This is an optimization exercise on Yosys and OpenROAD, whose aim is small area, not a production implementation.
In this exercise RTL edits were held to simulation tests only and were not proved equivalent to the original.
Power figures rest on the tool's default switching activity, not on a simulated workload.

==> trial 63: inputs <==
==> flow/design.v (excerpt) <==
module cpu (
  output [7:0]  led,
  output [15:0] seg0,
  output [15:0] seg1,
  output [15:0] seg2,
  output [15:0] seg3,
  output [15:0] seg4,
  output [15:0] seg5,
  output [15:0] seg6,
  output [15:0] seg7,
  output [15:0] seg8,
  output [15:0] seg9,
  output [15:0] sega,
  output [15:0] segb,
  output [15:0] segc,
  output [15:0] segd,
  output [15:0] sege,
  output [15:0] segf,
  output [7:0]  imem_addr,
  input  [15:0] imem_rdata,
  output [7:0]  dmem_addr,
  output [15:0] dmem_wdata,
  output        dmem_we,
  input  [15:0] dmem_rdata,
  input  start,
  input  stop,
  input  CLK,
  input  RSTN
  );
clock: 8.0 ns
lec_check: 0
cap_margin: 10
core_margin: 2
core_utilization: 45
cts_buf_list: sky130_fd_sc_hd__clkbuf_8
place_density: 0.6
slew_margin: 10
run.sh (not shown) runs the stock make flow with config.mk's settings and CLKGATE_MAP_FILE= SYNTH_SCRIPT=/design/flow/synth_recipe.tcl, a recipe that flattens the netlist after the stock synthesis.
==> build 89 (differences from trial 63) <==
--- a/flow/design.v
+++ b/flow/design.v
@@ -1015,15 +1015,15 @@
   wire [15:0] mul;
   mul16 ms (.a(a), .b(b), .y(mul));
   assign res   = s_mlt ? mul : s_cmp ? {16{!co}} : sum;
   assign taken = (ir[12:11] == 2'b00) | (ir[11] & !az) | (ir[12] & az);
   assign imem_addr  = ph0[0] ? pc0 : ph1[0] ? pc1 : ph2[0] ? pc2 : pc3[7:0];
   assign dmem_we    = anyst;
   assign dmem_addr  = (msel != 3'b000) ? a[7:0] : sr1_3[7:0];
-  assign dmem_wdata = (msel != 3'b000) ? b : sr2_3;
+  assign dmem_wdata = (st0 | st1 | st2) ? b : sr2_3;
 endmodule
 module hcore #(
   parameter [3:0] PH = 4'b0000,    
   parameter [7:0] PC = 8'd0,       
   parameter       DONE = 1'b0,     
   parameter       IRRST = 1'b0     
   ) (
==> flow/config.mk (replaced) <==
export PLATFORM = sky130hd
export DESIGN_NAME = cpu
export DESIGN_NICKNAME = cpu
export VERILOG_FILES = /design/flow/design.v
export SDC_FILE = /design/flow/constraint.sdc
export NUM_CORES = 4
export LEC_CHECK = 0
export CAP_MARGIN = 10
export CORE_MARGIN = 2
export CORE_UTILIZATION = 45
export GPL_TIMING_DRIVEN = 0
export PLACE_DENSITY = 0.6
export SLEW_MARGIN = 10
==> summary.txt <==
Outcome
  – Outcome: complete, but fails checks
  – Violated checks: setup timing

CTS
  – Clock latency at the later pin of the worst-skew pair: a little under 0.7 ns

Timing
  – Final number of setup-violating endpoints: 24
  – Fin worst setup slack: -0.0561 ns

GRT
  – GR Util All Layers: 46.8%

Logic synthesis
  – Xor and xnor fraction of the mapped netlist area: around 3.0%

Floorplan
  – Initial Utilization: 45.3%
# the run above: build 89

==> summary.txt <==
Floorplan
  – Die area: 0.102 mm^2
  – Initial Utilization: between 40 and 50%

Timing
  – Final number of setup-violating endpoints: 0
  – Fin worst setup slack: roughly 0.18 ns

CTS
  – Clock latency at the later pin of the worst-skew pair: a little under 0.9 ns

Logic synthesis
  – Xor and xnor fraction of the mapped netlist area: about 3%

Outcome
  – Outcome: no timing/DRC/antenna violations
# the run above: trial 63


==> run a <==
Another version of the RTL of cpu (not shown whole).
==> flow/config.mk <==
export PLATFORM = sky130hd
export DESIGN_NAME = cpu
export DESIGN_NICKNAME = cpu
export VERILOG_FILES = /design/flow/design.v
export SDC_FILE = /design/flow/constraint.sdc
export NUM_CORES = 4
export LEC_CHECK = 0
export CAP_MARGIN = 20
export CORE_MARGIN = 2
export CORE_UTILIZATION = 45
export PLACE_DENSITY = 0.6
export SLEW_MARGIN = 20
==> flow/constraint.sdc <==
create_clock -name core_clock -period 8.0 [get_ports {CLK}]
set_input_delay 1.6000 -clock core_clock [delete_from_list [all_inputs] [get_ports {CLK}]]
set_output_delay 1.6000 -clock core_clock [all_outputs]
set_load 0.01 [all_outputs]
==> run b: changes against run a <==
--- a/flow/design.v
+++ b/flow/design.v
@@ -853,34 +853,36 @@
   wire c3_li   = (ir3[15:14] == 2'b01) && (ir3[10:8] == 3'b000);
   wire c3_b    = (ir3[15:8] == 8'b10000000);
   wire c3_bnz  = (ir3[15:11] == 5'b10001);
   wire c3_bz   = (ir3[15:11] == 5'b10010);
   wire c3_br   = c3_b | c3_bnz | c3_bz;
   wire c3_wreg = c3_ld | c3_add | c3_cmp | c3_mlt | c3_addi | c3_li;
   wire [15:0] imm3  = {{8{ir3[7]}}, ir3[7:0]};
   wire        sr1z3 = (sr1_3 == 16'h0000);
-  wire [15:0] ax3   = c3_br ? pc3 : sr1_3;
-  wire [15:0] ay3   = c3_add ? sr2_3 : imm3;
-  wire [15:0] sum3  = ax3 + ay3;
+  wire [15:0] ax3   = c3_br ? pc3 : c3_cmp ? ~sr1_3 : sr1_3;
+  wire [15:0] ay3   = (c3_add | c3_cmp) ? sr2_3 : imm3;
+  wire [17:0] add3  = {1'b0, ax3, 1'b1} + {1'b0, ay3, c3_cmp};
+  wire [15:0] sum3  = add3[16:1];
+  wire        gt3   = !add3[17];
   wire [15:0] mul3;
   wire [15:0] d3    = c3_ld ? dr3 : alu3;
   mul16 m3 (.a(sr1_3), .b(sr2_3), .y(mul3));
   always @(posedge CLK or negedge RSTN) begin
     if (!RSTN) begin
       alu3 <= 16'h0000;
     end else begin
       if (c3_addi | c3_add | c3_b | (c3_bz & sr1z3) | (c3_bnz & !sr1z3))
         alu3 <= sum3;
       else if (c3_bz | c3_bnz)
         alu3 <= pc3;
       else if (c3_li)
         alu3 <= imm3;
       else if (c3_cmp)
-        alu3 <= (sr1_3 > sr2_3) ? 16'hFFFF : 16'h0000;
+        alu3 <= {16{gt3}};
       else if (c3_mlt)
         alu3 <= mul3;
     end
   end
   always @(posedge CLK or negedge RSTN) begin
     if (!RSTN) begin
       pc3 <= 16'h0000;
       ir3 <= 16'h0000;
@@ -935,43 +937,46 @@
   wire [15:0] ir0, ir1, ir2;
   wire [15:0] ra0, ra1, ra2, rb0, rb1, rb2;
   wire        alu0, alu1, alu2;         
   wire        dst0, dst1, dst2;         
   wire        dld0, dld1, dld2;         
   wire        done0, done1, done2;      
   reg  [2:0]  msel;                     
   reg  [2:0]  asel;                     
+  reg         ldbus;                    
   wire [2:0]  sel = msel | asel;
   wire [15:0] res;                      
   wire        taken;                    
   hcore #(.PH(4'b0000), .PC(8'd8), .DONE(1'b0), .IRRST(1'b0)) hc0 (
     .ph(ph0), .pc(pc0), .ir(ir0), .ra(ra0), .rb(rb0), .isalu(alu0), .isst(dst0), .isld(dld0),
-    .done(done0), .sel(sel[0]), .asel(asel[0]), .res(res), .taken(taken),
-    .imem_rdata(imem_rdata), .dmem_rdata(dmem_rdata),
+    .done(done0), .sel(sel[0]), .asel(asel[0]), .wd(wd), .taken(taken),
+    .imem_rdata(imem_rdata),
     .start(start), .stop(stop), .CLK(CLK), .RSTN(RSTN));
   hcore #(.PH(4'b1000), .PC(8'd16), .DONE(1'b1), .IRRST(1'b0)) hc1 (
     .ph(ph1), .pc(pc1), .ir(ir1), .ra(ra1), .rb(rb1), .isalu(alu1), .isst(dst1), .isld(dld1),
-    .done(done1), .sel(sel[1]), .asel(asel[1]), .res(res), .taken(taken),
-    .imem_rdata(imem_rdata), .dmem_rdata(dmem_rdata),
+    .done(done1), .sel(sel[1]), .asel(asel[1]), .wd(wd), .taken(taken),
+    .imem_rdata(imem_rdata),
     .start(start), .stop(stop), .CLK(CLK), .RSTN(RSTN));
   hcore #(.PH(4'b0100), .PC(8'd24), .DONE(1'b1), .IRRST(1'b1)) hc2 (
     .ph(ph2), .pc(pc2), .ir(ir2), .ra(ra2), .rb(rb2), .isalu(alu2), .isst(dst2), .isld(dld2),
-    .done(done2), .sel(sel[2]), .asel(asel[2]), .res(res), .taken(taken),
-    .imem_rdata(imem_rdata), .dmem_rdata(dmem_rdata),
+    .done(done2), .sel(sel[2]), .asel(asel[2]), .wd(wd), .taken(taken),
+    .imem_rdata(imem_rdata),
     .start(start), .stop(stop), .CLK(CLK), .RSTN(RSTN));
   wire st0 = ph0[2] & dst0, st1 = ph1[2] & dst1, st2 = ph2[2] & dst2, st3 = ph3[2] & c3_st;
   wire anyst = st0 | st1 | st2 | st3;
   wire nst0 = ph0[1] & dst0, nst1 = ph1[1] & dst1, nst2 = ph2[1] & dst2, nst3 = ph3[1] & c3_st;
   wire nld0 = ph0[1] & dld0, nld1 = ph1[1] & dld1, nld2 = ph2[1] & dld2;
   wire nanyst = nst0 | nst1 | nst2 | nst3;
   wire nm0 = nst0 | (!nanyst & nld0);
   wire nm1 = !nm0 & (nst1 | (!nanyst & nld1));
   wire nm2 = !nm0 & !nm1 & (nst2 | (!nanyst & nld2));
   wire nmslot = nm0 | nm1 | nm2;
+  wire nldany = nld0 | nld1 | nld2;
+  wire nbusy  = nmslot | nldany;
   wire ialu = (imem_rdata[15:14] == 2'b11)
             | ((imem_rdata[15:14] == 2'b01) & (imem_rdata[10:8] == 3'b000))
             | ((imem_rdata[15:14] == 2'b00) & ((imem_rdata[4:0] == 5'b00010)
                                              | (imem_rdata[4:0] == 5'b00100)
                                              | (imem_rdata[4:0] == 5'b00101)))
             | (imem_rdata[15:8] == 8'b10000000)
             | (imem_rdata[15:11] == 5'b10001)
             | (imem_rdata[15:11] == 5'b10010);
@@ -985,42 +990,47 @@
   wire nanye = ne0 | ne1 | ne2;
   wire nu0 = nanyw ? nw0 : nanye ? ne0 : nr0;
   wire nu1 = nanyw ? nw1 : nanye ? ne1 : nr1;
   wire nu2 = nanyw ? nw2 : nanye ? ne2 : nr2;
   always @(posedge CLK or negedge RSTN) begin
     if (!RSTN) begin
       msel <= 3'b100;     
       asel <= 3'b000;
+      ldbus <= 1'b0;
     end else begin
       msel <= {nm2, nm1, nm0};
-      asel <= {!nmslot & !nu0 & !nu1 & nu2, !nmslot & !nu0 & nu1, !nmslot & nu0};
+      asel <= {!nbusy & !nu0 & !nu1 & nu2, !nbusy & !nu0 & nu1, !nbusy & nu0};
+      ldbus <= nldany;
     end
   end
   wire [15:0] a  = ra0 | ra1 | ra2;
   wire [15:0] b  = rb0 | rb1 | rb2;
   wire [15:0] ir = ({16{sel[0]}} & ir0) | ({16{sel[1]}} & ir1) | ({16{sel[2]}} & ir2);
   wire [7:0]  pc = ({8{sel[0]}} & pc0) | ({8{sel[1]}} & pc1) | ({8{sel[2]}} & pc2);
   wire        s_add = (ir[15:14] == 2'b00) && (ir[4:0] == 5'b00010);
   wire        s_cmp = (ir[15:14] == 2'b00) && (ir[4:0] == 5'b00100);
   wire        s_mlt = (ir[15:14] == 2'b00) && (ir[4:0] == 5'b00101);
   wire        s_li  = (ir[15:14] == 2'b01);
   wire        s_br  = (ir[15:14] == 2'b10);
   wire        az    = (a == 16'h0000);
-  wire [15:0] ax    = s_br ? {8'h00, pc} : s_li ? 16'h0000 : a;
-  wire [15:0] ay    = s_add ? b : {{8{ir[7]}}, ir[7:0]};
-  wire [15:0] sum   = ax + ay;
+  wire [15:0] ax    = s_br ? {8'h00, pc} : s_li ? 16'h0000 : s_cmp ? ~a : a;
+  wire [15:0] ay    = (s_add | s_cmp) ? b : {{8{ir[7]}}, ir[7:0]};
+  wire [17:0] add   = {1'b0, ax, 1'b1} + {1'b0, ay, s_cmp};
+  wire [15:0] sum   = add[16:1];
+  wire        co    = add[17];
   wire [15:0] mul;
   mul16 ms (.a(a), .b(b), .y(mul));
-  assign res   = s_mlt ? mul : s_cmp ? {16{a > b}} : sum;
+  assign res   = s_mlt ? mul : s_cmp ? {16{!co}} : sum;
+  wire [15:0] wd = ldbus ? dmem_rdata : res;
   assign taken = (ir[12:11] == 2'b00) | (ir[11] & !az) | (ir[12] & az);
   assign imem_addr  = ph0[0] ? pc0 : ph1[0] ? pc1 : ph2[0] ? pc2 : pc3[7:0];
   assign dmem_we    = anyst;
   assign dmem_addr  = (msel != 3'b000) ? a[7:0] : sr1_3[7:0];
-  assign dmem_wdata = (msel != 3'b000) ? b : sr2_3;
+  assign dmem_wdata = (st0 | st1 | st2) ? b : sr2_3;
 endmodule
 module hcore #(
   parameter [3:0] PH = 4'b0000,    
   parameter [7:0] PC = 8'd0,       
   parameter       DONE = 1'b0,     
   parameter       IRRST = 1'b0     
   ) (
   output reg [3:0] ph,
@@ -1029,20 +1039,19 @@
   output [15:0] ra,           
   output [15:0] rb,           
   output        isalu,        
   output        isst,         
   output        isld,         
   output reg    done,         
   input         sel,
   input         asel,
-  input  [15:0] res,
+  input  [15:0] wd,           
   input         taken,
   input  [15:0] imem_rdata,
-  input  [15:0] dmem_rdata,
   input  start,
   input  stop,
   input  CLK,
   input  RSTN
   );
   reg  [15:0] r [0:7];
   reg  [7:0]  vld;
   reg  [4:0]  irh;      
@@ -1079,17 +1088,16 @@
       ra_r = ra_r | ({16{sel & vld[i] & (ia == i)}} & r[i]);
       rb_r = rb_r | ({16{sel & vld[i] & (ib == i)}} & r[i]);
     end
   end
   assign ra = ra_r;
   assign rb = rb_r;
   wire        wld = ph[2] & isld;
   wire        we  = wld | (asel & iswr);
-  wire [15:0] wd  = wld ? dmem_rdata : res;
   genvar g;
   generate
     for (g = 0; g < 8; g = g + 1) begin : rf
       always @(posedge CLK) begin
         if (we && (id == g))
           r[g] <= wd;
       end
     end
@@ -1128,12 +1136,12 @@
         vld[id] <= 1'b1;
       if (ph[0])
         done <= 1'b0;
       else if (asel)
         done <= 1'b1;
       if (ph[0])
         pc <= pc + 8'd1;
       else if (asel & isbr & taken)
-        pc <= res[7:0];
+        pc <= wd[7:0];
     end
   end
 endmodule
==> flow/flow/run.sh (new file) <==
#!/bin/bash
# The standard layout, with three changes:
#  - port buffers are the smallest buffer cell (buf_1) instead of the
#    cell buffer_ports picks by default (clkdlybuf4s50_1); every input and
#    output still gets its own buffer;
#  - clock tree synthesis inserts no dummy loads;
#  - clock tree synthesis clusters up to 30 sinks per leaf buffer.
set -euo pipefail
bash standard.sh \
  "BUFFER_PORTS_ARGS=-buffer_cell sky130_fd_sc_hd__buf_1" \
  "CTS_ARGS=-sink_clustering_enable -repair_clock_nets -dont_use_dummy_load -sink_clustering_size 30 -sink_clustering_max_diameter 80" \
  finish > flow_make.log 2>&1
==> flow/standard.sh (new file) <==
#!/bin/bash
# synth_recipe.tcl (not shown) runs the flow's synth.tcl, then flattens the netlist and writes it again
# the make line also repeats each setting of config.mk as NAME=value (left out here)
make -C /OpenROAD-flow-scripts/flow DESIGN_CONFIG=/design/flow/config.mk WORK_HOME=/design/flow/orfs CLKGATE_MAP_FILE= SYNTH_SCRIPT=/design/flow/synth_recipe.tcl "${@:-finish}"
CAP_MARGIN = 10   (was 20)
CORE_UTILIZATION = 60   (was 45)
PLACE_DENSITY = 0.75   (was 0.6)
SETUP_SLACK_MARGIN = 0.1   (was not set)
SLEW_MARGIN = 10   (was 20)
removed: flow/run.sh
==> run summary <==
| item | run b | run a |
|---|---|---|
| Clock-cell share | 1.908% | 5.057% |
| Gate Count Post-Synth | 4277 | 4462 |
| Maximum number of pins on one net before global-route repair | 152 | 133 |
| Routed met1 length | 68.66 mm | 76.66 mm |
| Register fraction of the total cell area | 42.03% | 37.37% |
| Count of cell types in the netlist | 106 | 89 |
| Power of the clock network | 2050 uW | 3920 uW |
| Crit path DAT | 8.06 ns | 8.20 ns |
| H-tree depth | 2 | 3 |
| Count of plain and timing-repair buffers in the layout | 530 | 663 |
| Least-Margin Pin Slew | 1.356 ns | 1.196 ns |
| Data buffer area share | 6.277% | 11.30% |
| Syn_area_per_cell | 10.37 um2 | 10.10 um2 |
| Run status | complete, no violations | complete, no violations |
| Filler cells | 5776 | 8878 |
| Max rail drop VDD | 0.4379 mV | 0.3030 mV |
| Worst hold-check slack | 0.4230 ns | 0.4639 ns |
| Minimum setup slack in the final design | 0.2767 ns | 0.2943 ns |

==> port drivers added, routing unchanged <==
The results above use ideal ports. As a check the final layouts listed here were re-extracted and re-timed, cells and wires unchanged. Step 1: set_driving_cell puts a clkbuf_16 on CLK and a buf_2 on each other input, an assumption about the parent block. Step 2, shift: input delay + t, output delay - t, t = (earliest + latest rising clock arrival at the registers) / 2. This alone moves slack from input paths to output paths. Three values: no drivers, after step 1, after step 2; two values: the first two.
run	shift t [ns]	slack for setup (ns)	worst hold slack (ns)	clock arrival spread, ns
trial 63	0.923	0.175 / 0.175 / 0.175	0.437 / 0.437 / 0.437	0.054 / 0.054
build 89	0.753	-0.056 / -0.056 / -0.056	0.484 / 0.484 / 0.484	0.029 / 0.028
run a	0.761	0.294 / 0.294 / 0.294	0.464 / 0.464 / 0.464	0.052 / 0.052
run b	0.663	0.277 / 0.277 / 0.277	0.423 / 0.423 / 0.423	0.144 / 0.145
